This is an optimization exercise on Yosys and OpenROAD, whose aim is small area and a short achievable clock period, not a production implementation.
At most, simulation tests tie the RTL to the original design; equivalence was not proved.
The RTL of runs 3 and 4 was laid out without a check of its function.
Power is estimated from default activity; no workload was simulated.

==> design/flow/run.sh <==
#!/bin/bash
# synth_recipe.tcl (not shown) runs the flow's synth.tcl, then flattens the netlist and writes it again
# the make line also repeats each setting of config.mk as NAME=value (left out here)
make -C /OpenROAD-flow-scripts/flow DESIGN_CONFIG=/design/flow/config.mk WORK_HOME=/design/flow/orfs CLKGATE_MAP_FILE= SYNTH_SCRIPT=/design/flow/synth_recipe.tcl finish
==> design/flow/config.mk <==
export PLATFORM = sky130hd
export DESIGN_NAME = s_axi_template
export DESIGN_NICKNAME = s_axi_template
export VERILOG_FILES = /design/flow/design.v
export SDC_FILE = /design/flow/constraint.sdc
export NUM_CORES = 4
export LEC_CHECK = 0
export ABC_CLOCK_PERIOD_IN_PS = 4000
export CAP_MARGIN = 20
export CORE_MARGIN = 2
export CORE_UTILIZATION = 40
export CTS_BUF_LIST = sky130_fd_sc_hd__clkbuf_8
export CTS_CLUSTER_SIZE = 30
export SETUP_SLACK_MARGIN = 5
export SLEW_MARGIN = 20
==> design/flow/constraint.sdc <==
create_clock -name core_clock -period 10.0 [get_ports {S_AXI_ACLK}]
set_input_delay 2.0000 -clock core_clock [delete_from_list [all_inputs] [get_ports {S_AXI_ACLK}]]
set_output_delay 2.0000 -clock core_clock [all_outputs]
set_load 0.01 [all_outputs]
==> design/flow/design.v <==
module xbip_multadd_0 (
  input  wire [15:0] A,
  input  wire [15:0] B,
  input  wire [15:0] X,
  input  wire        CI,
  output wire [15:0] S,
  output wire [15:0] Y,
  output wire        Z
);
  wire one0 = B[0] ^ 1'b0;
  wire two0 = (B[1] & ~B[0] & ~1'b0) | (~B[1] & B[0] & 1'b0);
  wire neg0 = B[1];
  wire pp0_0 = (one0 & A[0]) ^ neg0;
  wire pp0_1 = ((one0 & A[1]) | (two0 & A[0])) ^ neg0;
  wire pp0_2 = ((one0 & A[2]) | (two0 & A[1])) ^ neg0;
  wire pp0_3 = ((one0 & A[3]) | (two0 & A[2])) ^ neg0;
  wire pp0_4 = ((one0 & A[4]) | (two0 & A[3])) ^ neg0;
  wire pp0_5 = ((one0 & A[5]) | (two0 & A[4])) ^ neg0;
  wire pp0_6 = ((one0 & A[6]) | (two0 & A[5])) ^ neg0;
  wire pp0_7 = ((one0 & A[7]) | (two0 & A[6])) ^ neg0;
  wire pp0_8 = ((one0 & A[8]) | (two0 & A[7])) ^ neg0;
  wire pp0_9 = ((one0 & A[9]) | (two0 & A[8])) ^ neg0;
  wire pp0_10 = ((one0 & A[10]) | (two0 & A[9])) ^ neg0;
  wire pp0_11 = ((one0 & A[11]) | (two0 & A[10])) ^ neg0;
  wire pp0_12 = ((one0 & A[12]) | (two0 & A[11])) ^ neg0;
  wire pp0_13 = ((one0 & A[13]) | (two0 & A[12])) ^ neg0;
  wire pp0_14 = ((one0 & A[14]) | (two0 & A[13])) ^ neg0;
  wire pp0_15 = ((one0 & A[15]) | (two0 & A[14])) ^ neg0;
  wire one1 = B[2] ^ B[1];
  wire two1 = (B[3] & ~B[2] & ~B[1]) | (~B[3] & B[2] & B[1]);
  wire neg1 = B[3];
  wire pp1_0 = (one1 & A[0]) ^ neg1;
  wire pp1_1 = ((one1 & A[1]) | (two1 & A[0])) ^ neg1;
  wire pp1_2 = ((one1 & A[2]) | (two1 & A[1])) ^ neg1;
  wire pp1_3 = ((one1 & A[3]) | (two1 & A[2])) ^ neg1;
  wire pp1_4 = ((one1 & A[4]) | (two1 & A[3])) ^ neg1;
  wire pp1_5 = ((one1 & A[5]) | (two1 & A[4])) ^ neg1;
  wire pp1_6 = ((one1 & A[6]) | (two1 & A[5])) ^ neg1;
  wire pp1_7 = ((one1 & A[7]) | (two1 & A[6])) ^ neg1;
  wire pp1_8 = ((one1 & A[8]) | (two1 & A[7])) ^ neg1;
  wire pp1_9 = ((one1 & A[9]) | (two1 & A[8])) ^ neg1;
  wire pp1_10 = ((one1 & A[10]) | (two1 & A[9])) ^ neg1;
  wire pp1_11 = ((one1 & A[11]) | (two1 & A[10])) ^ neg1;
  wire pp1_12 = ((one1 & A[12]) | (two1 & A[11])) ^ neg1;
  wire pp1_13 = ((one1 & A[13]) | (two1 & A[12])) ^ neg1;
  wire one2 = B[4] ^ B[3];
  wire two2 = (B[5] & ~B[4] & ~B[3]) | (~B[5] & B[4] & B[3]);
  wire neg2 = B[5];
  wire pp2_0 = (one2 & A[0]) ^ neg2;
  wire pp2_1 = ((one2 & A[1]) | (two2 & A[0])) ^ neg2;
  wire pp2_2 = ((one2 & A[2]) | (two2 & A[1])) ^ neg2;
  wire pp2_3 = ((one2 & A[3]) | (two2 & A[2])) ^ neg2;
  wire pp2_4 = ((one2 & A[4]) | (two2 & A[3])) ^ neg2;
  wire pp2_5 = ((one2 & A[5]) | (two2 & A[4])) ^ neg2;
  wire pp2_6 = ((one2 & A[6]) | (two2 & A[5])) ^ neg2;
  wire pp2_7 = ((one2 & A[7]) | (two2 & A[6])) ^ neg2;
  wire pp2_8 = ((one2 & A[8]) | (two2 & A[7])) ^ neg2;
  wire pp2_9 = ((one2 & A[9]) | (two2 & A[8])) ^ neg2;
  wire pp2_10 = ((one2 & A[10]) | (two2 & A[9])) ^ neg2;
  wire pp2_11 = ((one2 & A[11]) | (two2 & A[10])) ^ neg2;
  wire one3 = B[6] ^ B[5];
  wire two3 = (B[7] & ~B[6] & ~B[5]) | (~B[7] & B[6] & B[5]);
  wire neg3 = B[7];
  wire pp3_0 = (one3 & A[0]) ^ neg3;
  wire pp3_1 = ((one3 & A[1]) | (two3 & A[0])) ^ neg3;
  wire pp3_2 = ((one3 & A[2]) | (two3 & A[1])) ^ neg3;
  wire pp3_3 = ((one3 & A[3]) | (two3 & A[2])) ^ neg3;
  wire pp3_4 = ((one3 & A[4]) | (two3 & A[3])) ^ neg3;
  wire pp3_5 = ((one3 & A[5]) | (two3 & A[4])) ^ neg3;
  wire pp3_6 = ((one3 & A[6]) | (two3 & A[5])) ^ neg3;
  wire pp3_7 = ((one3 & A[7]) | (two3 & A[6])) ^ neg3;
  wire pp3_8 = ((one3 & A[8]) | (two3 & A[7])) ^ neg3;
  wire pp3_9 = ((one3 & A[9]) | (two3 & A[8])) ^ neg3;
  wire one4 = B[8] ^ B[7];
  wire two4 = (B[9] & ~B[8] & ~B[7]) | (~B[9] & B[8] & B[7]);
  wire neg4 = B[9];
  wire pp4_0 = (one4 & A[0]) ^ neg4;
  wire pp4_1 = ((one4 & A[1]) | (two4 & A[0])) ^ neg4;
  wire pp4_2 = ((one4 & A[2]) | (two4 & A[1])) ^ neg4;
  wire pp4_3 = ((one4 & A[3]) | (two4 & A[2])) ^ neg4;
  wire pp4_4 = ((one4 & A[4]) | (two4 & A[3])) ^ neg4;
  wire pp4_5 = ((one4 & A[5]) | (two4 & A[4])) ^ neg4;
  wire pp4_6 = ((one4 & A[6]) | (two4 & A[5])) ^ neg4;
  wire pp4_7 = ((one4 & A[7]) | (two4 & A[6])) ^ neg4;
  wire one5 = B[10] ^ B[9];
  wire two5 = (B[11] & ~B[10] & ~B[9]) | (~B[11] & B[10] & B[9]);
  wire neg5 = B[11];
  wire pp5_0 = (one5 & A[0]) ^ neg5;
  wire pp5_1 = ((one5 & A[1]) | (two5 & A[0])) ^ neg5;
  wire pp5_2 = ((one5 & A[2]) | (two5 & A[1])) ^ neg5;
  wire pp5_3 = ((one5 & A[3]) | (two5 & A[2])) ^ neg5;
  wire pp5_4 = ((one5 & A[4]) | (two5 & A[3])) ^ neg5;
  wire pp5_5 = ((one5 & A[5]) | (two5 & A[4])) ^ neg5;
  wire one6 = B[12] ^ B[11];
  wire two6 = (B[13] & ~B[12] & ~B[11]) | (~B[13] & B[12] & B[11]);
  wire neg6 = B[13];
  wire pp6_0 = (one6 & A[0]) ^ neg6;
  wire pp6_1 = ((one6 & A[1]) | (two6 & A[0])) ^ neg6;
  wire pp6_2 = ((one6 & A[2]) | (two6 & A[1])) ^ neg6;
  wire pp6_3 = ((one6 & A[3]) | (two6 & A[2])) ^ neg6;
  wire one7 = B[14] ^ B[13];
  wire two7 = (B[15] & ~B[14] & ~B[13]) | (~B[15] & B[14] & B[13]);
  wire neg7 = B[15];
  wire pp7_0 = (one7 & A[0]) ^ neg7;
  wire pp7_1 = ((one7 & A[1]) | (two7 & A[0])) ^ neg7;
  wire s0 = X[14] ^ neg7;
  wire c0 = X[14] & neg7;
  wire s1 = X[8] ^ neg4;
  wire c1 = X[8] & neg4;
  wire s2 = X[9] ^ pp0_9;
  wire c2 = X[9] & pp0_9;
  wire s3 = X[10] ^ neg5 ^ pp0_10;
  wire c3 = (X[10] & neg5) | (X[10] & pp0_10) | (neg5 & pp0_10);
  wire s4 = pp1_8 ^ pp2_6;
  wire c4 = pp1_8 & pp2_6;
  wire s5 = X[11] ^ pp0_11 ^ pp1_9;
  wire c5 = (X[11] & pp0_11) | (X[11] & pp1_9) | (pp0_11 & pp1_9);
  wire s6 = pp2_7 ^ pp3_5;
  wire c6 = pp2_7 & pp3_5;
  wire s7 = X[12] ^ neg6 ^ pp0_12;
  wire c7 = (X[12] & neg6) | (X[12] & pp0_12) | (neg6 & pp0_12);
  wire s8 = pp1_10 ^ pp2_8 ^ pp3_6;
  wire c8 = (pp1_10 & pp2_8) | (pp1_10 & pp3_6) | (pp2_8 & pp3_6);
  wire s9 = pp4_4 ^ pp5_2;
  wire c9 = pp4_4 & pp5_2;
  wire s10 = X[13] ^ pp0_13 ^ pp1_11;
  wire c10 = (X[13] & pp0_13) | (X[13] & pp1_11) | (pp0_13 & pp1_11);
  wire s11 = pp2_9 ^ pp3_7 ^ pp4_5;
  wire c11 = (pp2_9 & pp3_7) | (pp2_9 & pp4_5) | (pp3_7 & pp4_5);
  wire s12 = pp5_3 ^ pp6_1;
  wire c12 = pp5_3 & pp6_1;
  wire s13 = pp0_14 ^ pp1_12 ^ pp2_10;
  wire c13 = (pp0_14 & pp1_12) | (pp0_14 & pp2_10) | (pp1_12 & pp2_10);
  wire s14 = pp3_8 ^ pp4_6 ^ pp5_4;
  wire c14 = (pp3_8 & pp4_6) | (pp3_8 & pp5_4) | (pp4_6 & pp5_4);
  wire s15 = pp6_2 ^ pp7_0 ^ s0;
  wire c15 = (pp6_2 & pp7_0) | (pp6_2 & s0) | (pp7_0 & s0);
  wire s16 = X[4] ^ neg2;
  wire c16 = X[4] & neg2;
  wire s17 = X[5] ^ pp0_5;
  wire c17 = X[5] & pp0_5;
  wire s18 = X[6] ^ neg3 ^ pp0_6;
  wire c18 = (X[6] & neg3) | (X[6] & pp0_6) | (neg3 & pp0_6);
  wire s19 = pp1_4 ^ pp2_2;
  wire c19 = pp1_4 & pp2_2;
  wire s20 = X[7] ^ pp0_7 ^ pp1_5;
  wire c20 = (X[7] & pp0_7) | (X[7] & pp1_5) | (pp0_7 & pp1_5);
  wire s21 = pp2_3 ^ pp3_1;
  wire c21 = pp2_3 & pp3_1;
  wire s22 = pp0_8 ^ pp1_6 ^ pp2_4;
  wire c22 = (pp0_8 & pp1_6) | (pp0_8 & pp2_4) | (pp1_6 & pp2_4);
  wire s23 = pp3_2 ^ pp4_0 ^ s1;
  wire c23 = (pp3_2 & pp4_0) | (pp3_2 & s1) | (pp4_0 & s1);
  wire s24 = c1 ^ pp1_7 ^ pp2_5;
  wire c24 = (c1 & pp1_7) | (c1 & pp2_5) | (pp1_7 & pp2_5);
  wire s25 = pp3_3 ^ pp4_1 ^ s2;
  wire c25 = (pp3_3 & pp4_1) | (pp3_3 & s2) | (pp4_1 & s2);
  wire s26 = pp3_4 ^ pp4_2 ^ pp5_0;
  wire c26 = (pp3_4 & pp4_2) | (pp3_4 & pp5_0) | (pp4_2 & pp5_0);
  wire s27 = c2 ^ s3 ^ s4;
  wire c27 = (c2 & s3) | (c2 & s4) | (s3 & s4);
  wire s28 = pp4_3 ^ pp5_1 ^ c3;
  wire c28 = (pp4_3 & pp5_1) | (pp4_3 & c3) | (pp5_1 & c3);
  wire s29 = c4 ^ s5 ^ s6;
  wire c29 = (c4 & s5) | (c4 & s6) | (s5 & s6);
  wire s30 = pp6_0 ^ c5 ^ c6;
  wire c30 = (pp6_0 & c5) | (pp6_0 & c6) | (c5 & c6);
  wire s31 = s7 ^ s8 ^ s9;
  wire c31 = (s7 & s8) | (s7 & s9) | (s8 & s9);
  wire s32 = c7 ^ c8 ^ c9;
  wire c32 = (c7 & c8) | (c7 & c9) | (c8 & c9);
  wire s33 = s10 ^ s11 ^ s12;
  wire c33 = (s10 & s11) | (s10 & s12) | (s11 & s12);
  wire s34 = c10 ^ c11 ^ c12;
  wire c34 = (c10 & c11) | (c10 & c12) | (c11 & c12);
  wire s35 = s13 ^ s14 ^ s15;
  wire c35 = (s13 & s14) | (s13 & s15) | (s14 & s15);
  wire s36 = CI ^ X[0];
  wire c36 = CI & X[0];
  wire s37 = X[2] ^ neg1;
  wire c37 = X[2] & neg1;
  wire s38 = X[3] ^ pp0_3;
  wire c38 = X[3] & pp0_3;
  wire s39 = pp0_4 ^ pp1_2 ^ pp2_0;
  wire c39 = (pp0_4 & pp1_2) | (pp0_4 & pp2_0) | (pp1_2 & pp2_0);
  wire s40 = c16 ^ pp1_3 ^ pp2_1;
  wire c40 = (c16 & pp1_3) | (c16 & pp2_1) | (pp1_3 & pp2_1);
  wire s41 = pp3_0 ^ c17 ^ s18;
  wire c41 = (pp3_0 & c17) | (pp3_0 & s18) | (c17 & s18);
  wire s42 = c18 ^ c19 ^ s20;
  wire c42 = (c18 & c19) | (c18 & s20) | (c19 & s20);
  wire s43 = c20 ^ c21 ^ s22;
  wire c43 = (c20 & c21) | (c20 & s22) | (c21 & s22);
  wire s44 = c22 ^ c23 ^ s24;
  wire c44 = (c22 & c23) | (c22 & s24) | (c23 & s24);
  wire s45 = c24 ^ s26 ^ c25;
  wire c45 = (c24 & s26) | (c24 & c25) | (s26 & c25);
  wire s46 = c26 ^ c27 ^ s28;
  wire c46 = (c26 & c27) | (c26 & s28) | (c27 & s28);
  wire s47 = c28 ^ c29 ^ s30;
  wire c47 = (c28 & c29) | (c28 & s30) | (c29 & s30);
  wire s48 = c30 ^ c31 ^ s32;
  wire c48 = (c30 & c31) | (c30 & s32) | (c31 & s32);
  wire s49 = c32 ^ c33 ^ s34;
  wire c49 = (c32 & c33) | (c32 & s34) | (c33 & s34);
  wire s50 = neg0 ^ s36;
  wire c50 = neg0 & s36;
  wire s51 = X[1] ^ c36 ^ pp0_1;
  wire c51 = (X[1] & c36) | (X[1] & pp0_1) | (c36 & pp0_1);
  wire s52 = pp0_2 ^ pp1_0 ^ s37;
  wire c52 = (pp0_2 & pp1_0) | (pp0_2 & s37) | (pp1_0 & s37);
  wire s53 = c37 ^ pp1_1 ^ s38;
  wire c53 = (c37 & pp1_1) | (c37 & s38) | (pp1_1 & s38);
  wire s54 = s16 ^ c38 ^ s39;
  wire c54 = (s16 & c38) | (s16 & s39) | (c38 & s39);
  wire s55 = c39 ^ s17 ^ s40;
  wire c55 = (c39 & s17) | (c39 & s40) | (s17 & s40);
  wire s56 = c40 ^ s19 ^ s41;
  wire c56 = (c40 & s19) | (c40 & s41) | (s19 & s41);
  wire s57 = s21 ^ c41 ^ s42;
  wire c57 = (s21 & c41) | (s21 & s42) | (c41 & s42);
  wire s58 = s23 ^ c42 ^ s43;
  wire c58 = (s23 & c42) | (s23 & s43) | (c42 & s43);
  wire s59 = c43 ^ s25 ^ s44;
  wire c59 = (c43 & s25) | (c43 & s44) | (s25 & s44);
  wire s60 = c44 ^ s27 ^ s45;
  wire c60 = (c44 & s27) | (c44 & s45) | (s27 & s45);
  wire s61 = s29 ^ c45 ^ s46;
  wire c61 = (s29 & c45) | (s29 & s46) | (c45 & s46);
  wire s62 = s31 ^ c46 ^ s47;
  wire c62 = (s31 & c46) | (s31 & s47) | (c46 & s47);
  wire s63 = s33 ^ c47 ^ s48;
  wire c63 = (s33 & c47) | (s33 & s48) | (c47 & s48);
  wire s64 = s35 ^ c48 ^ s49;
  wire c64 = (s35 & c48) | (s35 & s49) | (c48 & s49);
  assign S[15] = X[15] ^ c0 ^ pp0_15 ^ pp1_13 ^ pp2_11 ^ pp3_9 ^ pp4_7 ^ pp5_5 ^ pp6_3 ^ pp7_1 ^ c13 ^ c14 ^ c15 ^ c34 ^ c35;
  assign Y[15] = c64;
  assign Z = c49;
  assign S[0] = pp0_0;
  assign Y[0] = s50;
  assign S[1] = c50;
  assign Y[1] = s51;
  assign S[2] = c51;
  assign Y[2] = s52;
  assign S[3] = c52;
  assign Y[3] = s53;
  assign S[4] = c53;
  assign Y[4] = s54;
  assign S[5] = c54;
  assign Y[5] = s55;
  assign S[6] = c55;
  assign Y[6] = s56;
  assign S[7] = c56;
  assign Y[7] = s57;
  assign S[8] = c57;
  assign Y[8] = s58;
  assign S[9] = c58;
  assign Y[9] = s59;
  assign S[10] = c59;
  assign Y[10] = s60;
  assign S[11] = c60;
  assign Y[11] = s61;
  assign S[12] = c61;
  assign Y[12] = s62;
  assign S[13] = c62;
  assign Y[13] = s63;
  assign S[14] = c63;
  assign Y[14] = s64;
endmodule
`timescale 1ns / 1ps
module s_axi_template #(
		parameter integer C_S_AXI_ID_WIDTH	= 1,
		parameter integer C_S_AXI_DATA_WIDTH	= 64,
		parameter integer C_S_AXI_ADDR_WIDTH	= 32,
		parameter integer C_S_AXI_AWUSER_WIDTH	= 1,
		parameter integer C_S_AXI_ARUSER_WIDTH	= 1,
		parameter integer C_S_AXI_WUSER_WIDTH	= 1,
		parameter integer C_S_AXI_RUSER_WIDTH	= 1,
		parameter integer C_S_AXI_BUSER_WIDTH	= 1
	)
	(
		output wire [15:0] P_buf,  
		output wire [15:0] A_dbg,
		output wire [15:0] B_dbg,
		output wire [15:0] C_dbg,
		output wire [ 3:0] mode_sel_dbg,
		input wire  S_AXI_ACLK,
		input wire  S_AXI_ARESETN,
		input wire [C_S_AXI_ID_WIDTH-1 : 0] S_AXI_AWID,
		input wire [C_S_AXI_ADDR_WIDTH-1 : 0] S_AXI_AWADDR,
		input wire [7 : 0] S_AXI_AWLEN,
		input wire [2 : 0] S_AXI_AWSIZE,
		input wire [1 : 0] S_AXI_AWBURST,
		input wire  S_AXI_AWLOCK,
		input wire [3 : 0] S_AXI_AWCACHE,
		input wire [2 : 0] S_AXI_AWPROT,
		input wire [3 : 0] S_AXI_AWQOS,
		input wire [3 : 0] S_AXI_AWREGION,
		input wire [C_S_AXI_AWUSER_WIDTH-1 : 0] S_AXI_AWUSER,
		input wire  S_AXI_AWVALID,
		output wire  S_AXI_AWREADY,
		input wire [C_S_AXI_DATA_WIDTH-1 : 0] S_AXI_WDATA,
		input wire [(C_S_AXI_DATA_WIDTH/8)-1 : 0] S_AXI_WSTRB,
		input wire  S_AXI_WLAST,
		input wire [C_S_AXI_WUSER_WIDTH-1 : 0] S_AXI_WUSER,
		input wire  S_AXI_WVALID,
		output wire  S_AXI_WREADY,
		output wire [C_S_AXI_ID_WIDTH-1 : 0] S_AXI_BID,
		output wire [1 : 0] S_AXI_BRESP,
		output wire [C_S_AXI_BUSER_WIDTH-1 : 0] S_AXI_BUSER,
		output wire  S_AXI_BVALID,
		input wire  S_AXI_BREADY,
		input wire [C_S_AXI_ID_WIDTH-1 : 0] S_AXI_ARID,
		input wire [C_S_AXI_ADDR_WIDTH-1 : 0] S_AXI_ARADDR,
		input wire [7 : 0] S_AXI_ARLEN,
		input wire [2 : 0] S_AXI_ARSIZE,
		input wire [1 : 0] S_AXI_ARBURST,
		input wire  S_AXI_ARLOCK,
		input wire [3 : 0] S_AXI_ARCACHE,
		input wire [2 : 0] S_AXI_ARPROT,
		input wire [3 : 0] S_AXI_ARQOS,
		input wire [3 : 0] S_AXI_ARREGION,
		input wire [C_S_AXI_ARUSER_WIDTH-1 : 0] S_AXI_ARUSER,
		input wire  S_AXI_ARVALID,
		output wire  S_AXI_ARREADY,
		output wire [C_S_AXI_ID_WIDTH-1 : 0] S_AXI_RID,
		output wire [C_S_AXI_DATA_WIDTH-1 : 0] S_AXI_RDATA,
		output wire [1 : 0] S_AXI_RRESP,
		output wire  S_AXI_RLAST,
		output wire [C_S_AXI_RUSER_WIDTH-1 : 0] S_AXI_RUSER,
		output wire  S_AXI_RVALID,
		input wire  S_AXI_RREADY
	);
	reg        axi_awready, axi_awv_awr_flag, axi_wready, axi_bvalid;
	reg        axi_arready, axi_arv_arr_flag, axi_rvalid, axi_rlast;
	reg  [7:0] axi_arlen_rem;      
	reg  [3:0] wsel;               
	wire idle   = ~axi_awv_awr_flag & ~axi_arv_arr_flag;
	wire aw_set = S_AXI_AWVALID & idle;
	wire ar_set = S_AXI_ARVALID & idle;
	wire wbeat  = axi_wready & S_AXI_WVALID;
	wire wdone  = S_AXI_WLAST & axi_wready;
	wire rhs    = axi_rvalid & S_AXI_RREADY;
	wire rzero  = (axi_arlen_rem == 8'd0);
	always @(posedge S_AXI_ACLK) begin
		if (S_AXI_ARESETN == 1'b0) begin
			axi_awready      <= 1'b0;
			axi_awv_awr_flag <= 1'b0;
			axi_wready       <= 1'b0;
			axi_bvalid       <= 1'b0;
			axi_arready      <= 1'b0;
			axi_arv_arr_flag <= 1'b0;
			axi_rvalid       <= 1'b0;
			axi_rlast        <= 1'b0;
			axi_arlen_rem    <= 8'd0;
		end else begin
			axi_awready <= aw_set;
			if (aw_set)
				axi_awv_awr_flag <= 1'b1;
			else if (wdone)
				axi_awv_awr_flag <= 1'b0;
			if (~axi_wready & S_AXI_WVALID & axi_awv_awr_flag)
				axi_wready <= 1'b1;
			else if (wdone)
				axi_wready <= 1'b0;
			if (wbeat & S_AXI_WLAST)
				axi_bvalid <= 1'b1;
			else if (S_AXI_BREADY & axi_bvalid)
				axi_bvalid <= 1'b0;
			axi_arready <= ar_set;
			if (ar_set)
				axi_arv_arr_flag <= 1'b1;
			else if (rhs & rzero)
				axi_arv_arr_flag <= 1'b0;
			if (axi_arv_arr_flag & ~axi_rvalid)
				axi_rvalid <= 1'b1;
			else if (rhs)
				axi_rvalid <= 1'b0;
			if (S_AXI_ARVALID & ~axi_arv_arr_flag) begin
				axi_arlen_rem <= S_AXI_ARLEN;
				axi_rlast     <= 1'b0;
			end else if (rhs) begin
				axi_arlen_rem <= axi_arlen_rem - 8'd1;
				axi_rlast     <= 1'b0;
			end else if (rzero & ~axi_rlast & axi_arv_arr_flag)
				axi_rlast <= 1'b1;
			else if (S_AXI_RREADY)
				axi_rlast <= 1'b0;
		end
	end
	always @(posedge S_AXI_ACLK)
		if (S_AXI_AWVALID & ~axi_awv_awr_flag)
			wsel <= {S_AXI_AWADDR[19:16] == 4'h4, S_AXI_AWADDR[19:16] == 4'h3,
			         S_AXI_AWADDR[19:16] == 4'h2, S_AXI_AWADDR[19:16] == 4'h1};
	assign S_AXI_AWREADY = axi_awready;
	assign S_AXI_WREADY  = axi_wready;
	assign S_AXI_BVALID  = axi_bvalid;
	assign S_AXI_BRESP   = 2'b00;
	assign S_AXI_BUSER   = {C_S_AXI_BUSER_WIDTH{1'b0}};
	assign S_AXI_BID     = S_AXI_AWID;
	assign S_AXI_ARREADY = axi_arready;
	assign S_AXI_RVALID  = axi_rvalid;
	assign S_AXI_RLAST   = axi_rlast;
	assign S_AXI_RRESP   = 2'b00;
	assign S_AXI_RUSER   = {C_S_AXI_RUSER_WIDTH{1'b0}};
	assign S_AXI_RID     = S_AXI_ARID;
	reg [15:0] A, B, C, B_in, C_in;
	reg [ 3:0] mode_sel;
	wire rst = ~S_AXI_ARESETN;
	wire [15:0] W = S_AXI_WDATA[15:0];
	wire [15:0] A_wr = (wbeat & wsel[0]) ? W : A;
	wire [15:0] A_nx = rst ? 16'd0 : A_wr;
	wire [15:0] B_nx = rst ? 16'd0 : (wbeat & wsel[1]) ? W : B;
	wire [15:0] C_nx = rst ? 16'd0 : (wbeat & wsel[2]) ? W : C;
	wire [ 3:0] M_nx = rst ? 4'd0  : (wbeat & wsel[3]) ? W[3:0] : mode_sel;
	wire [15:0] Bi_nx = rst ? 16'd0 :
	                    (mode_sel[2:0] == 3'b000) ? 16'd0 :
	                    (mode_sel[2:1] == 2'b10)  ? 16'd1 : B;
	wire [15:0] Ci_nx = (~rst & (mode_sel[2] | (mode_sel[1] & mode_sel[0]))) ? C : 16'd0;
	wire        Sub_nx = mode_sel[0];
	always @(posedge S_AXI_ACLK) begin
		A        <= A_nx;
		B        <= B_nx;
		C        <= C_nx;
		mode_sel <= M_nx;
		B_in     <= Bi_nx;
		C_in     <= Ci_nx;
	end
	assign A_dbg        = A;
	assign B_dbg        = B_in;
	assign C_dbg        = C_in;
	assign mode_sel_dbg = mode_sel;
	wire [15:0] cs_s, cs_y;
	wire        cs_z;
	reg  [15:0] P_s, P_y;
	reg         P_z;
	xbip_multadd_0 MultAdd (
		.A (A_wr),
		.B (Bi_nx),
		.X (Ci_nx ^ {16{Sub_nx}}),
		.CI(Sub_nx),
		.S (cs_s),
		.Y (cs_y),
		.Z (cs_z)
	);
	always @(posedge S_AXI_ACLK) begin
		P_s <= cs_s;
		P_y <= cs_y;
		P_z <= cs_z;
	end
	wire P_en = (~mode_sel[2] & ~mode_sel[0]) | (mode_sel[1] & mode_sel[0]);
	assign P_buf = ((P_s + P_y) ^ {P_z, 15'd0}) & {16{P_en}};
	reg [15:0] rd_data;
	wire aw56 = (S_AXI_AWADDR[19:16] == 4'h5) | (S_AXI_AWADDR[19:16] == 4'h6);
	wire ar56 = (S_AXI_ARADDR[19:16] == 4'h5) | (S_AXI_ARADDR[19:16] == 4'h6);
	wire rd_load = (aw_set & aw56) | (ar_set & ar56);
	always @(posedge S_AXI_ACLK)
		if (rst)
			rd_data <= 16'd0;
		else if (rd_load)
			rd_data <= P_buf;
	assign S_AXI_RDATA = {{(C_S_AXI_DATA_WIDTH-16){1'b0}}, rd_data & {16{axi_rvalid}}};
endmodule
==> impl_metrics.toml, run 1 <==
[sta]
layout_worst_path_cycle_share_pct = 52.5
worst_slew_margin_rel_pct = 37.0
setup_viol_count_final = 0
rsz0062_at_grt = "yes"
fin_skew_ps = 25.9
setup_tns_ps = 0
transition_at_the_pin_with_the_smallest_max_transition_slack_ps = 926
final_period_minus_worst_setup_slack_ps = 5250
hold_viol = 0
fmax_ghz = 0.191
slew_violations = 0

[die]
die_width_um = 162
design.die.area_um2 = 26400
design.core.area_um2 = 24500
fp.dieH_um = 162
rows = 57
io_pins = 353
floorplan.initialDensity_pct = 41.0

[yosys]
synth_enable_flop_cells = 4
synth-async-reset-ratio_pct = 0
synth_area_per_cell_um2 = 8.57
seq_area_frac_synth_pct = 30.9
ys.warnings.count = 1
synth_cell_type_count = 64
mappedNetlistArea_um2 = 10000
synth_top_flop_cell = "sky130_fd_sc_hd__dfxtp_1"
ys_seq_elements = 153
syn-instance-count = 1171

[power_and_ir_drop]
clock_power_share_pct = 39.5
vdd_drop_max_mv = 0.0868
sequentialPowerShare_pct = 51.6
power.share.combinational_pct = 8.9
internal_power_uw = 879
power_switching_share_pct = 28.1
power.switching_uw = 344
power-per-cell-area_nw_per_um2 = 94.7
leakage_power_uw = 0.00530

[final_layout]
layout-drive-gt1-share_pct = 18.1
flow.area_growth_from_synthesis_pct = 28.6
layout.core_utilization_pct = 52.8
n_fill_cell = 2292
register_area_um2 = 3110
layout.nets = 1620
n_antenna_cell = 0
multi_input_area_um2 = 6570

[clocking]
clock_tree.buffer_depth = 2
clkTransAtPathRegs_ps = 100
tritoncts = "done"
cts_num_sinks = 153
cts_inserted_buffers = 17
clock_tree.htree_level_count = 4
insertion_delay_ps = 480
clock-root-buffer = "sky130_fd_sc_hd__clkbuf_8"

[grt]
grt_pass1_wl_um = 46000
grt_start_max_net_pins = 44
grt_antenna_before_repair = 0
grtUsageTotal_pct = 22.5
first_global_vias = 8220
gr-total-overflow = 0

[placed_design]
globalplace.congestion = 0.898
io_buffers = 129
hpwl_um = 20100

[run]
drv.max_cap_violation_count = 0

[worst_setup_path]
slowest_delay_ps = 530
worst_path_max_delay_cell = "sky130_fd_sc_hd__fa_1"
setup.reg_to_reg.worst_slack_ps = 5590
endpoint_kind = "register"
critical_path.most_common_cell = "sky130_fd_sc_hd__xnor2_1"
cp_max_fo = 20
crit_path_start_kind = "input port"
worstPathArrival_ps = 5650
worst-endpoint-required_ps = 10400
worstSetupPathType = "in -> reg"
critical_path.cell_chain = "buf_4, o21a_4, buf_6, nand2_1, o22ai_1, xnor2_1, fa_1, inv_2, fa_2, xor2_2, xnor2_1, xnor2_1, xnor2_1, xnor2_1, xnor3_1, xnor2_2"

[route]
num_vias = 8727
route.antenna.remaining_nets = 0
drc = 0
post_detailed_route_wirelength_per_cell_um = 18.0
wl_um = 30000
drt_iter0_markers = 705
drt-vias-per-instance = 5.24
detailedRoute.firstPassIterationCount = 5

[hold_path]
hold_class = "reg -> reg"

[run_status]
outcome = "complete, no violations"
==> logic make-up after synthesis <==
kind of cell,synth area share (%)
simple gates,16.0
compound gates,15.8
buf+inv,10.0
flops,30.9
xor+xnor,8.51
fa+ha+maj,15.0
mux,3.83
other cells,0.0374
==> worst max-delay path: cells and delay by family <==
| family | cells | cell delay [ps] |
|---|---|---|
| AND/OR/NAND/NOR | 1 | 220 |
| AO/OA/AOI/OAI | 2 | 550 |
| XOR/XNOR | 8 | 1480 |
| adder cells (fa/ha/maj) | 2 | 880 |
| buffers and inverters | 3 | 510 |
==> layer usage <==
metal  vias up  global-route usage (%)  routed length, µm
met5         -                       0                  0
met4         0                    8.13               1040
met3        66                    3.64               1950
met2       379                    36.5              13800
met1      4119                    30.5              13300
li1       4163                       -                  -
==> what timing repair did <==
| action | CTS | global route |
|---|---|---|
| hold endpoints to repair | 0 | 0 |
| endpoints found under the setup margin | 32 | 21 |
| hold buffers | 0 | 0 |
| buffers inserted | 46 | 25 |
| pin swaps | 18 | 50 |
| gates resized for setup | 75 | 105 |
| cloned | 4 | 3 |
==> through the flow <==
| step | cell area [µm²] | power (µW) | hold WS, ps | cells | setup WS (ps) |
|---|---|---|---|---|---|
| floorplan | 10300 | 712 | 427 | 1224 | 4620 |
| global placement | 11300 | 736 | 434 | 1557 | 2780 |
| detailed placement | 11300 | 737 | 440 | 1557 | 2760 |
| CTS | 12300 | 1230 | 451 | 1639 | 4790 |
| global route | 12900 | 1270 | 469 | 1667 | 4570 |
| finish | 12900 | 1220 | 450 | 1667 | 4750 |
==> power groups by stage <==
stage	Combinational, µW	Clock (µW)	Sequential [µW]
after floorplan	71.1	0	641
after global placement	91.7	0	644
after detailed placement	92.2	0	644
after CTS	101	493	631
after global routing	117	519	633
final	109	483	631
==> flip-flops by register name (all words and copies together), names as in the netlist, 4 cells and up <==
register,flops
A,16
B,16
B_in,16
C,16
C_in,16
P_s,16
P_y,16
axi_arlen_rem,8
mode_sel,4
rd_data,16
wsel,4
==> layout by cell type, fill, tap and decap left out, drive strengths merged, types with 7 or more instances in the layout <==
| master | synthesis | final |
|---|---|---|
| nand2b | 9 | 9 |
| a21oi | 89 | 89 |
| clkbuf | 61 | 20 |
| nand2 | 130 | 130 |
| dlygate4sd2 | 0 | 9 |
| and2 | 47 | 47 |
| ha | 32 | 32 |
| a211oi | 16 | 16 |
| xor2 | 29 | 29 |
| o31ai | 13 | 13 |
| o21ai | 43 | 43 |
| nor2 | 85 | 85 |
| nor2b | 7 | 7 |
| o22ai | 28 | 28 |
| inv | 65 | 72 |
| nor3 | 35 | 35 |
| dfxtp | 149 | 149 |
| buf | 76 | 96 |
| xnor2 | 66 | 66 |
| fa | 51 | 51 |
| o221ai | 19 | 19 |
| clkdlybuf4s50 | 0 | 109 |
| maj3 | 8 | 8 |
| conb | 1 | 54 |
| nand3 | 12 | 13 |
| mux2i | 23 | 24 |
==> worst paths after layout <==
kind	start	endpoint	cells after the start
worst max register to register	axi_wready	P_s[15]	19
worst min-delay path	rd_data[8]	rd_data[8]	2
worst max-delay path	S_AXI_ARESETN	P_s[15]	16
worst min register to register	rd_data[8]	rd_data[8]	2
==> synthesized netlist by cell type (12+ instances only) <==
library cell / instances / area (µm²)
sky130_fd_sc_hd__o22ai_1: 28 / 175
sky130_fd_sc_hd__ha_1: 32 / 400
sky130_fd_sc_hd__mux2i_1: 14 / 140
sky130_fd_sc_hd__a21oi_1: 89 / 445
sky130_fd_sc_hd__inv_1: 64 / 240
sky130_fd_sc_hd__clkbuf_1: 61 / 229
sky130_fd_sc_hd__nand3_1: 12 / 60.1
sky130_fd_sc_hd__nor2_1: 85 / 319
sky130_fd_sc_hd__fa_1: 51 / 1020
sky130_fd_sc_hd__and2_1: 47 / 294
sky130_fd_sc_hd__dfxtp_1: 149 / 2980
sky130_fd_sc_hd__nor3_1: 34 / 170
sky130_fd_sc_hd__xor2_1: 29 / 254
sky130_fd_sc_hd__xnor2_1: 66 / 578
sky130_fd_sc_hd__o221ai_1: 18 / 158
sky130_fd_sc_hd__buf_4: 57 / 428
sky130_fd_sc_hd__o21ai_0: 38 / 190
sky130_fd_sc_hd__a211oi_1: 16 / 120
sky130_fd_sc_hd__nand2_1: 130 / 488
==> layout make-up <==
cell class / count / share of cell area (%)
clock inverters: 14 / 1.18
multi-input cells: 870 / 50.9
clock buffers: 18 / 1.92
well taps: 324 / 3.14
flip-flops and latches: 153 / 24.1
repair buffers: 222 / 16.9
inverters: 66 / 1.94
==> run 2, diff against run 1 <==
==> design/flow/flow/run.sh (new file) <==
#!/bin/bash
# The standard layout (standard.sh), with the port buffers made from
# sky130_fd_sc_hd__buf_2 instead of the cell buffer_ports picks by itself.
set -euo pipefail
bash standard.sh BUFFER_PORTS_ARGS="-buffer_cell sky130_fd_sc_hd__buf_2" finish > standard.log 2>&1
==> design/flow/standard.sh (new file) <==
#!/bin/bash
# synth_recipe.tcl (not shown) runs the flow's synth.tcl, then flattens the netlist and writes it again
# the make line also repeats each setting of config.mk as NAME=value (left out here)
make -C /OpenROAD-flow-scripts/flow DESIGN_CONFIG=/design/flow/config.mk WORK_HOME=/design/flow/orfs CLKGATE_MAP_FILE= SYNTH_SCRIPT=/design/flow/synth_recipe.tcl "${@:-finish}"
removed: design/flow/run.sh
==> run 2 against run 1 <==
Net effect:
- still clean
- design area decreased by 9.1%
- combinational power down 15%
- global-route usage fell by 0.86 points
- cell count shrank 1.7%
- critical path type unchanged
- critical endpoint unchanged
==> impl_metrics.toml, run 2 <==
[route]
drt_iter0_markers = 808
post_detailed_route_wirelength_per_cell_um = 17.7
drc = 0
num_vias = 8626
wl_um = 29000
detailedRoute.firstPassIterationCount = 5
route.antenna.remaining_nets = 0
drt-vias-per-instance = 5.26

[grt]
grtUsageTotal_pct = 21.7
gr-total-overflow = 0
first_global_vias = 7758
grt_start_max_net_pins = 78
grt_pass1_wl_um = 43900
grt_antenna_before_repair = 0

[worst_setup_path]
regToRegStartpoint = "axi_wready"
endpoint_kind = "register"
worst-endpoint-required_ps = 10350
crit_path_start_kind = "input port"
depth_of_the_worst_register_to_register_path = 17
setup.reg_to_reg.worst_slack_ps = 5530
cp_max_fo = 8
worstReg2RegEnd = "P_s[15]"
worstSetupPathType = "in -> reg"
worstPathArrival_ps = 5630

[final_layout]
mostFrequentLayoutCell = "sky130_fd_sc_hd__dfxtp_1"
n_fill_cell = 2429
n_antenna_cell = 0
register_area_um2 = 3100
multi_input_area_um2 = 6400
layout.cells.most_common_list = "149 x sky130_fd_sc_hd__dfxtp_1, 127 x sky130_fd_sc_hd__buf_2, 123 x sky130_fd_sc_hd__nand2_1"
layout-drive-gt1-share_pct = 22.5
flow.area_growth_from_synthesis_pct = 16.8
layout.nets = 1592
layout.cell_area.non_filler_um2 = 11700

[clocking]
clock-root-buffer = "sky130_fd_sc_hd__clkbuf_8"
insertion_delay_ps = 480
clock_tree.htree_level_count = 4
tritoncts = "done"
cts_inserted_buffers = 17
cts_hold_buf = 0
clkTransAtPathRegs_ps = 90
clock_tree.buffer_depth = 2
cts_num_sinks = 153

[sta]
hold_viol = 0
worst_hold_margin_ps = 450
worst_slew_margin_rel_pct = 38.4
finalWorstSetupSlack_ps = 4720
fmax_ghz = 0.189
final_period_minus_worst_setup_slack_ps = 5280
fin_skew_ps = 24.5
setup_tns_ps = 0
layout_worst_path_cycle_share_pct = 52.8
rsz0062_at_grt = "yes"
transition_at_the_pin_with_the_smallest_max_transition_slack_ps = 906
slew_violations = 0
setup_viol_count_final = 0

[yosys]
ys.warnings.count = 1
synth_top_flop_cell = "sky130_fd_sc_hd__dfxtp_1"
synth_top_area_share_pct = 29.7
synth_enable_flop_cells = 4
yosys.cell_count.top_type = "sky130_fd_sc_hd__dfxtp_1"
synth_area_per_cell_um2 = 8.57
syn-instance-count = 1171
netlist_top_cells_area = "sky130_fd_sc_hd__dfxtp_1 30%, sky130_fd_sc_hd__fa_1 10%, sky130_fd_sc_hd__xnor2_1 5.8%"
synth_common_cells = "149 x sky130_fd_sc_hd__dfxtp_1, 130 x sky130_fd_sc_hd__nand2_1, 89 x sky130_fd_sc_hd__a21oi_1"
mappedNetlistArea_um2 = 10000
synth_largest_area_cell = "sky130_fd_sc_hd__dfxtp_1"
ys_seq_elements = 153
synth-async-reset-ratio_pct = 0
seq_area_frac_synth_pct = 30.9
synth_cell_type_count = 64

[hold_path]
timing.hold.worst.start = "rd_data[3]"
hold-path-endpoint = "rd_data[3]"
worst_hold_stages = 2
hold_class = "reg -> reg"

[placed_design]
globalplace.congestion = 0.887
detailed_place.area_um2 = 10700
place_ws_ps = 3460
io_buffers = 129
hpwl_um = 19800

[run]
drv.max_cap_violation_count = 0

[die]
design.die.area_um2 = 26400
fp.dieH_um = 162
design.core.area_um2 = 24500
rows = 57
io_pins = 353
die_width_um = 162
floorplan.initialDensity_pct = 41.0

[power_and_ir_drop]
power.share.combinational_pct = 7.8
vdd_drop_max_mv = 0.0702
sequentialPowerShare_pct = 53.3
clock_power_share_pct = 38.9
power-per-cell-area_nw_per_um2 = 101
power_switching_share_pct = 28.6
internal_power_uw = 846
totalPowerFinal_uw = 1180
power.switching_uw = 338
leakage_power_uw = 0.00510

[run_status]
outcome = "complete, no violations"
==> run 2: repair_timing <==
item | in CTS | in global routing
cloned | 2 | 1
resized for setup | 28 | 47
setup buffers | 30 | 17
pin swaps | 10 | 17
endpoints found under the setup margin | 19 | 9
==> run 2: logic make-up (layout without fill, tap and decap cells) <==
logic type / after synthesis / count (layout) / synth area share [%]
compound gates: 250 / 250 / 15.8
xor+xnor: 96 / 96 / 8.51
fa+ha+maj: 91 / 91 / 15.0
buf+inv: 203 / 292 / 10.0
flops: 153 / 153 / 30.9
mux: 29 / 30 / 3.83
other cells: 1 / 54 / 0.0374
simple gates: 348 / 349 / 16.0
==> run 2: power by group through the flow <==
stage | Clock (µW) | Combinational, µW | Sequential, µW
6_report | 460 | 92.2 | 631
3_5_place_dp | 0 | 81.6 | 644
4_1_cts | 474 | 87.1 | 631
3_3_place_gp | 0 | 81.1 | 644
5_1_grt | 499 | 100 | 633
2_1_floorplan | 0 | 71.1 | 641
==> run 2: worst max path at each step <==
stage / start / to / slack [ps] / cells after the start
6_report: S_AXI_WVALID / P_s[15] / 4720 / 18
3_3_place_gp: S_AXI_WVALID / P_s[15] / 3520 / 17
5_1_grt: S_AXI_WVALID / P_s[15] / 4580 / 19
4_1_cts: S_AXI_WVALID / P_s[15] / 4820 / 19
3_5_place_dp: S_AXI_WVALID / P_s[15] / 3460 / 17
2_1_floorplan: S_AXI_WVALID / P_s[15] / 4620 / 19
==> run 2: critical path: stages <==
cell,delay (ps)
sky130_fd_sc_hd__buf_12,100
sky130_fd_sc_hd__nand3_4,180
sky130_fd_sc_hd__buf_4,230
sky130_fd_sc_hd__mux2_2,330
sky130_fd_sc_hd__o21ai_0,210
sky130_fd_sc_hd__a22oi_1,130
sky130_fd_sc_hd__o21ai_1,140
sky130_fd_sc_hd__nand2_1,100
sky130_fd_sc_hd__fa_1,500
sky130_fd_sc_hd__inv_1,70
sky130_fd_sc_hd__fa_2,360
sky130_fd_sc_hd__xor2_1,160
sky130_fd_sc_hd__xnor2_1,130
sky130_fd_sc_hd__xnor2_1,190
sky130_fd_sc_hd__xnor2_1,170
sky130_fd_sc_hd__xnor2_1,170
sky130_fd_sc_hd__xnor3_1,280
sky130_fd_sc_hd__xnor2_2,160
==> run 2: area by class of cell <==
| cell class | count | share of cell area [%] |
|---|---|---|
| clock inverter | 13 | 0.939 |
| sequential | 153 | 26.5 |
| timing repair buffer | 194 | 10.2 |
| inverter | 66 | 2.14 |
| multi-input combinational | 870 | 54.5 |
| clock buffer | 19 | 2.23 |
| tap | 324 | 3.46 |
==> run 2: through the flow <==
stage	util (%)	std cells
CTS	46.7	1621
finish	48.0	1639
global placement	43.8	1557
detailed placement	43.8	1557
global route	48.0	1639
floorplan	-	1224
==> run 2: routing by layer <==
| metal | up-vias | global-route usage, % | share of wire, % |
|---|---|---|---|
| met3 | 65 | 3.90 | 7.5 |
| met5 | - | 0 | 0 |
| met2 | 361 | 33.8 | 45 |
| met4 | 0 | 8.45 | 3.5 |
| li1 | 4113 | - | - |
| met1 | 4087 | 29.9 | 44 |
==> run 3, diff against run 2 <==
--- a/design/flow/design.v
+++ b/design/flow/design.v
@@ -233,7 +233,21 @@
   wire c63 = (s33 & c47) | (s33 & s48) | (c47 & s48);
   wire s64 = s35 ^ c48 ^ s49;
   wire c64 = (s35 & c48) | (s35 & s49) | (c48 & s49);
-  assign S[15] = X[15] ^ c0 ^ pp0_15 ^ pp1_13 ^ pp2_11 ^ pp3_9 ^ pp4_7 ^ pp5_5 ^ pp6_3 ^ pp7_1 ^ c13 ^ c14 ^ c15 ^ c34 ^ c35;
+  wire x65 = X[15] ^ c0;
+  wire x66 = pp0_15 ^ pp1_13;
+  wire x67 = pp2_11 ^ pp3_9;
+  wire x68 = pp4_7 ^ pp5_5;
+  wire x69 = pp6_3 ^ pp7_1;
+  wire x70 = x65 ^ x66;
+  wire x71 = x67 ^ x68;
+  wire x72 = x69 ^ c13;
+  wire x73 = c14 ^ c15;
+  wire x74 = x70 ^ x71;
+  wire x75 = x72 ^ x73;
+  wire x76 = x74 ^ c34;
+  wire x77 = c35 ^ x75;
+  wire x78 = x76 ^ x77;
+  assign S[15] = x78;
   assign Y[15] = c64;
   assign Z = c49;
   assign S[0] = pp0_0;
@@ -408,7 +422,8 @@
 	reg [ 3:0] mode_sel;
 	wire rst = ~S_AXI_ARESETN;
 	wire [15:0] W = S_AXI_WDATA[15:0];
-	wire [15:0] A_wr = (wbeat & wsel[0]) ? W : A;
+	wire        armA = axi_wready & wsel[0];
+	wire [15:0] A_wr = S_AXI_WVALID ? (armA ? W : A) : A;
 	wire [15:0] A_nx = rst ? 16'd0 : A_wr;
 	wire [15:0] B_nx = rst ? 16'd0 : (wbeat & wsel[1]) ? W : B;
 	wire [15:0] C_nx = rst ? 16'd0 : (wbeat & wsel[2]) ? W : C;
==> run 3 against run 2 <==
Net effect:
- via count rose by 1.8%
- setup slack improved by 44 ps
- utilization rose by 0.40 points
- non-clock buffer count fell by 6
- hold slack improved by 7.7 ps
- sequential power barely moved
- maximum frequency rose by 0.84%
- critical path depth fell by 1
- synthesized cell count rose by 2.6%
- routed wire length rose by 3.0%
- global-route usage rose by 0.45 points
- critical path type unchanged
- critical endpoint is now P_y[14]
- largest power group unchanged
==> impl_metrics.toml, run 3 <==
[clocking]
cts_num_sinks = 153
clkTransAtPathRegs_ps = 100
tritoncts = "done"
insertion_delay_ps = 470
cts_inserted_buffers = 17
clock-root-buffer = "sky130_fd_sc_hd__clkbuf_8"
clock_tree.htree_level_count = 4
cts_hold_buf = 0
clock_tree.buffer_depth = 2

[power_and_ir_drop]
power.share.combinational_pct = 9.0
power-per-cell-area_nw_per_um2 = 98.3
sequentialPowerShare_pct = 52.5
leakage_power_uw = 0.00557
power.switching_uw = 347
internal_power_uw = 853
power_switching_share_pct = 28.9
vdd_drop_max_mv = 0.0707
clock_power_share_pct = 38.5

[final_layout]
mostFrequentLayoutCell = "sky130_fd_sc_hd__dfxtp_1"
layout.core_utilization_pct = 48.4
layout-drive-gt1-share_pct = 22.3
layout.cell_area.non_filler_um2 = 12200
layout.nets = 1607
flow.area_growth_from_synthesis_pct = 18.1
stdcell_count = 1661
layout.cells.most_common_list = "146 x sky130_fd_sc_hd__dfxtp_1, 129 x sky130_fd_sc_hd__buf_2, 111 x sky130_fd_sc_hd__nand2_1"
n_fill_cell = 2430

[worst_setup_path]
cp_max_fo = 6
critPathTopFamily = "adder cells"
critical_path.most_common_cell = "sky130_fd_sc_hd__buf_12"
worstSetupPathType = "in -> reg"
endpoint_kind = "register"
timing.critical_path.buf_inv = 6
worst_path_max_delay_cell = "sky130_fd_sc_hd__fa_1"
worst-endpoint-required_ps = 10400
crit_path_start_kind = "input port"
worstPathArrival_ps = 5630
slowest_delay_ps = 520
critical_path.cell_chain = "buf_12, nand3_4, buf_12, buf_12, mux2i_4, buf_6, nor2_2, a221oi_2, a21oi_1, a21oi_1, nor2_1, fa_2, inv_2, fa_1, fa_1, inv_1, fa_2"

[sta]
setup_tns_ps = 0
slew_violations = 0
rsz0062_at_grt = "yes"
finalWorstSetupSlack_ps = 4760
hold_viol = 0
fmax_ghz = 0.191
fin_skew_ps = 28.0
layout_worst_path_cycle_share_pct = 52.4
final_period_minus_worst_setup_slack_ps = 5240
worst_slew_margin_rel_pct = 29.1
setup_viol_count_final = 0
transition_at_the_pin_with_the_smallest_max_transition_slack_ps = 1030

[route]
detailedRoute.firstPassIterationCount = 5
post_detailed_route_wirelength_per_cell_um = 18.0
drt-vias-per-instance = 5.29
num_vias = 8782
drt_iter0_markers = 818
drc = 0
route.antenna.remaining_nets = 0
wl_um = 29900

[placed_design]
dp.cells = 1587
detailed_place.area_um2 = 11000
globalplace.congestion = 0.891
hpwl_um = 19700
place_ws_ps = 3180
io_buffers = 129

[die]
io_pins = 353
rows = 58
fp.dieH_um = 165
floorplan.initialDensity_pct = 41.0
die_width_um = 165
design.die.area_um2 = 27200
design.core.area_um2 = 25300

[yosys]
mappedNetlistArea_um2 = 10300
seq_area_frac_synth_pct = 30.0
synth_largest_area_cell = "sky130_fd_sc_hd__dfxtp_1"
synth-async-reset-ratio_pct = 0
yosys.cell_count.top_type = "sky130_fd_sc_hd__dfxtp_1"
netlist_top_cells_area = "sky130_fd_sc_hd__dfxtp_1 29%, sky130_fd_sc_hd__fa_1 9.9%, sky130_fd_sc_hd__xnor2_1 5.2%"
ys_seq_elements = 153
synth_cell_type_count = 63
synth_enable_flop_cells = 4
synth_area_per_cell_um2 = 8.61
ys.warnings.count = 1
synth_common_cells = "149 x sky130_fd_sc_hd__dfxtp_1, 117 x sky130_fd_sc_hd__nand2_1, 81 x sky130_fd_sc_hd__a21oi_1"
synth_top_area_share_pct = 28.8
synth_top_flop_cell = "sky130_fd_sc_hd__dfxtp_1"
syn-instance-count = 1201

[grt]
grtUsageTotal_pct = 22.1
gr-total-overflow = 0
grt_start_max_net_pins = 61
gr-usage-met2_pct = 35.2
first_global_vias = 8048
grt_pass1_wl_um = 45700
grt_antenna_before_repair = 1
grt_use_met3_pct = 4.42
globalRoute.busiestLayer = "met2"
grtUsageMet1_pct = 30.1

[hold_path]
hold_class = "reg -> reg"

[run_status]
outcome = "complete, no violations"

[run]
drv.max_cap_violation_count = 0
run 3: changes by cell type after synthesis, sizes merged, moves of 9 or more:
cell	previous run	this run
o22ai	28	47
o31ai	13	2
a221oi	2	24
nor3	35	25
a21boi	0	38
a211oi	16	0
o221ai	19	0
inv	65	56
nor2	85	69
clkbuf	61	72
nand2	130	117
nor2b	7	36
run 3: metal layers:
metal  up-vias  wire length [µm]
li1       4194                 -
met1      4170             13300
met2       369             13600
met3        49              2290
met4         0               692
met5         -                 0
run 3: final cells by class:
| class | count | area, µm² | area share (%) |
|---|---|---|---|
| diodes | 1 | 2.50 | 0.0205 |
| clock buffers | 18 | 248 | 2.03 |
| clock inverters | 14 | 128 | 1.05 |
| inverters | 57 | 218 | 1.78 |
| multi-input cells | 900 | 6760 | 55.3 |
| flip-flops and latches | 153 | 3110 | 25.4 |
| well taps | 330 | 413 | 3.38 |
| repair buffers | 188 | 1340 | 11.0 |
run 3: per-stage QoR:
stage,total power (µW),hold slack (ps)
floorplan,720,429
global placement,733,440
detailed placement,734,444
CTS,1210,459
global route,1250,483
finish,1200,458
run 3: worst paths after layout:
path,from,cells after the start,slack (ps),to
setup / recovery,S_AXI_WVALID,17,4760,P_y[14]
hold reg to reg,rd_data[9],2,460,rd_data[9]
setup reg to reg,axi_wready,16,5620,P_y[14]
hold / removal,rd_data[9],2,460,rd_data[9]
run 3: timing repair:
action	CTS	global route
cloned	7	0
endpoints found under the setup margin	26	12
setup buffers	22	12
resized for setup	46	27
endpoints found under the hold margin	0	0
pin swaps	18	27
run 3: cell families (layout without fill, tap and decap cells):
group	count (synthesis)	after routing	share of synthesized area [%]
flops	153	153	30.0
buf+inv	202	277	9.65
other cells	1	55	0.0363
fa+ha+maj	99	99	15.3
simple gates	356	357	16.9
compound gates	268	268	16.6
mux	35	35	4.00
xor+xnor	87	87	7.50
run 3: tightest hold or removal path, stage by stage (launching register included):
cell	delay [ps]
sky130_fd_sc_hd__dfxtp_1	320
sky130_fd_sc_hd__nand3_1	60
sky130_fd_sc_hd__nand2_1	50
run 3: power groups by stage:
stage               sequential, µW  combinational, µW  clock [µW]
floorplan                      641               79.7           0
global placement               644               88.8           0
detailed placement             644               90.0           0
CTS                            631                105         475
global route                   632                117         501
finish                         631                108         462
==> run 4, diff against run 3 <==
==> design/flow/flow/run.sh (replaced) <==
#!/bin/bash
# The standard layout (standard.sh), with the port buffers made from
# sky130_fd_sc_hd__buf_2 instead of the cell buffer_ports picks by itself.
set -euo pipefail
bash standard.sh BUFFER_PORTS_ARGS="-buffer_cell sky130_fd_sc_hd__buf_2" MATCH_CELL_FOOTPRINT=0 finish > standard.log 2>&1
==> run 4 against run 3 <==
Net effect:
- total power increased by 3.4%
- clock skew down 5.9 ps
- maximum frequency rose by 1.2%
- routed wire length grew 1.5%
- first-iteration DRC count is 9.5% lower
- combinational power about the same
- sequential power hardly changed
- global-route usage fell by 0.083 points
- still clean on timing, DRC and antenna
- largest cell class unchanged
- critical path depth fell by 1
==> impl_metrics.toml, run 4 <==
[route]
highest-signal-layer = "met4"
met3RoutedLength_um = 2150
drc = 0
wl_um = 30300
route.antenna.remaining_nets = 0
num_vias = 8789
detailroute.wirelength.met2_um = 14000
m1WireLength_um = 13600
drt-vias-per-instance = 5.28
detailedRoute.firstPassIterationCount = 5
drt_iter0_markers = 740
post_detailed_route_wirelength_per_cell_um = 18.2

[yosys]
synth_area_per_cell_um2 = 8.61
synth_top_flop_cell = "sky130_fd_sc_hd__dfxtp_1"
synth-async-reset-ratio_pct = 0
syn-instance-count = 1201
synth_cell_type_count = 63
synth_enable_flop_cells = 4
seq_area_frac_synth_pct = 30.0
synth_top_area_share_pct = 28.8
synth_common_cells = "149 x sky130_fd_sc_hd__dfxtp_1, 117 x sky130_fd_sc_hd__nand2_1, 81 x sky130_fd_sc_hd__a21oi_1"
netlist_top_cells_area = "sky130_fd_sc_hd__dfxtp_1 29%, sky130_fd_sc_hd__fa_1 9.9%, sky130_fd_sc_hd__xnor2_1 5.2%"
ys.warnings.count = 1
synth_largest_area_cell = "sky130_fd_sc_hd__dfxtp_1"
ys_seq_elements = 153
yosys.cell_count.top_type = "sky130_fd_sc_hd__dfxtp_1"
mappedNetlistArea_um2 = 10300

[sta]
finalWorstSetupSlack_ps = 4820
setup_viol_count_final = 0
hold_viol = 0
slew_violations = 0
fin_skew_ps = 22.2
transition_at_the_pin_with_the_smallest_max_transition_slack_ps = 749
setup_tns_ps = 0
worst_slew_margin_rel_pct = 49.9
final_period_minus_worst_setup_slack_ps = 5180
layout_worst_path_cycle_share_pct = 51.8
rsz0062_at_grt = "yes"
fmax_ghz = 0.193

[worst_setup_path]
endpoint_kind = "register"
cp_max_fo = 7
worstSetupPathType = "in -> reg"
worstPathArrival_ps = 5550
crit_path_start_kind = "input port"
worst-endpoint-required_ps = 10370

[grt]
grt_antenna_before_repair = 2
first_global_vias = 8107
grtUsageTotal_pct = 22.0
gr-total-overflow = 0
grt_start_max_net_pins = 62
grt_pass1_wl_um = 45800

[final_layout]
mostFrequentLayoutCell = "sky130_fd_sc_hd__dfxtp_1"
layout.nets = 1610
n_fill_cell = 2428
flow.area_growth_from_synthesis_pct = 18.8
layout.core_utilization_pct = 48.6
stdcell_count = 1664
layout.cells.most_common_list = "147 x sky130_fd_sc_hd__dfxtp_1, 129 x sky130_fd_sc_hd__buf_2, 111 x sky130_fd_sc_hd__nand2_1"
layout-drive-gt1-share_pct = 22.7

[hold_path]
hold_class = "reg -> reg"

[power_and_ir_drop]
power-per-cell-area_nw_per_um2 = 101
leakage_power_uw = 0.00555
vdd_drop_max_mv = 0.0765
totalPowerFinal_uw = 1240

[die]
fp.dieH_um = 165
die_width_um = 165
floorplan.initialDensity_pct = 41.0
design.core.area_um2 = 25300
io_pins = 353
rows = 58
design.die.area_um2 = 27200

[clocking]
clock-root-buffer = "sky130_fd_sc_hd__clkbuf_8"
clock_tree.htree_level_count = 4
clkTransAtPathRegs_ps = 100
cts_inserted_buffers = 17
clock_tree.buffer_depth = 2
insertion_delay_ps = 470
cts_hold_buf = 0
tritoncts = "done"
cts_num_sinks = 153

[run_status]
outcome = "complete, no violations"

[placed_design]
globalplace.congestion = 0.846
hpwl_um = 19800
place_ws_ps = 3140
dp.cells = 1588
io_buffers = 129

[run]
drv.max_cap_violation_count = 0
[run 4: cell types whose count changed in the layout (fill, tap and decap cells not counted), moves of 3 or more]
cell,before,now
sky130_fd_sc_hd__bufbuf_16,4,0
sky130_fd_sc_hd__mux2i_4,7,10
sky130_fd_sc_hd__a221oi_1,18,15
sky130_fd_sc_hd__clkbuf_16,0,3
[run 4: cell type report]
type	instances	area, µm²	area share [%]
Clock inverter	15	181	1.48
Tap cell	330	413	3.36
Clock buffer	17	234	1.90
Antenna cell	1	2.50	0.0204
Timing Repair Buffer	190	1290	10.5
Sequential cell	153	3110	25.3
Multi-Input combinational cell	901	6840	55.7
Inverter	57	218	1.77
[run 4: logic make-up after synthesis]
family / count (synthesis) / synth area share (%)
AO/OA/AOI/OAI: 268 / 16.6
XOR/XNOR: 87 / 7.50
adder cells (fa/ha/maj): 99 / 15.3
buffers and inverters: 202 / 9.65
flip-flops: 153 / 30.0
multiplexers: 35 / 4.00
other: 1 / 0.0363
AND/OR/NAND/NOR: 356 / 16.9
[run 4: per-stage QoR]
stage / hold slack [ps] / area, µm²
2_1_floorplan: 429 / 10600
3_3_place_gp: 440 / 11000
3_5_place_dp: 450 / 11000
4_1_cts: 465 / 11900
5_1_grt: 481 / 12300
6_report: 462 / 12300
[run 4: worst paths after layout]
| path | cells after the start | start | end | slack (ps) |
|---|---|---|---|---|
| worst min-delay path | 2 | C[12] | C[12] | 460 |
| worst min register to register | 2 | C[12] | C[12] | 460 |
| worst max register to register | 15 | B[0] | P_s[15] | 5780 |
| worst max-delay path | 16 | S_AXI_WVALID | P_s[15] | 4820 |
[run 4: worst max-delay path, stage by stage]
cell and delay, ps:
sky130_fd_sc_hd__buf_12 120, sky130_fd_sc_hd__nand3_4 80, sky130_fd_sc_hd__buf_12 160, sky130_fd_sc_hd__buf_4 140
sky130_fd_sc_hd__mux2i_2 400, sky130_fd_sc_hd__o22ai_1 160, sky130_fd_sc_hd__o22a_1 250, sky130_fd_sc_hd__fa_1 430
sky130_fd_sc_hd__fa_1 510, sky130_fd_sc_hd__xnor2_2 220, sky130_fd_sc_hd__xnor2_2 140, sky130_fd_sc_hd__xnor2_1 150
sky130_fd_sc_hd__xnor2_1 160, sky130_fd_sc_hd__xnor2_1 100, sky130_fd_sc_hd__xnor2_1 280, sky130_fd_sc_hd__xnor2_1 210
[run 4: metal layers]
metal / up-vias / track usage (%)
li1: 4215 / -
met1: 4172 / 30.1
met2: 365 / 35.9
met3: 37 / 3.79
met4: 0 / 6.17
met5: - / 0
[run 4: repair_timing]
item                                    in CTS  in global routing
gates resized for setup                     40                 45
pin swaps                                    7                 25
endpoints found under the setup margin      27                 19
cloned                                       6                  1
buffers inserted                            20                 15
[run 4: power breakdown]
group          leakage [µW]  total, µW  internal, µW  switching, µW
Clock              0.000203        504           232            272
Sequential          0.00124        631           620           10.5
Combinational       0.00410        107          42.6           64.1
Total               0.00555       1240           895            346

## static timing again, ports no longer ideal
In the flow no input, the clock included, has a driving cell. The finished layouts below were timed again as built, in two steps. Step 1 (the two cells are an assumption about what drives the block):
set clk [get_ports {S_AXI_ACLK}]
set_driving_cell -lib_cell sky130_fd_sc_hd__clkbuf_16 $clk
set_driving_cell -lib_cell sky130_fd_sc_hd__buf_2 [delete_from_list [all_inputs] $clk]
Step 2 also shifts input and output timing later by t, the mid clock arrival at the registers, as if the neighbouring blocks saw the same clock. Slacks: ideal ports / drivers / drivers and shift; pairs: ideal ports / drivers.
run | t, ns | slack for setup (ns) | clock arrival spread, ns
run 1 | 0.507 | 4.751 / 4.725 / 4.218 | 0.026 / 0.026
run 2 | 0.506 | 4.719 / 4.695 / 4.189 | 0.024 / 0.025
run 3 | 0.504 | 4.763 / 4.694 / 4.190 | 0.028 / 0.028
run 4 | 0.497 | 4.823 / 4.809 / 4.312 | 0.027 / 0.027
After both steps setup and hold are still met in every run listed. For run 3, which loses most, drivers alone change the setup slack by -0.069 ns; drivers and shift together by -0.573 ns.
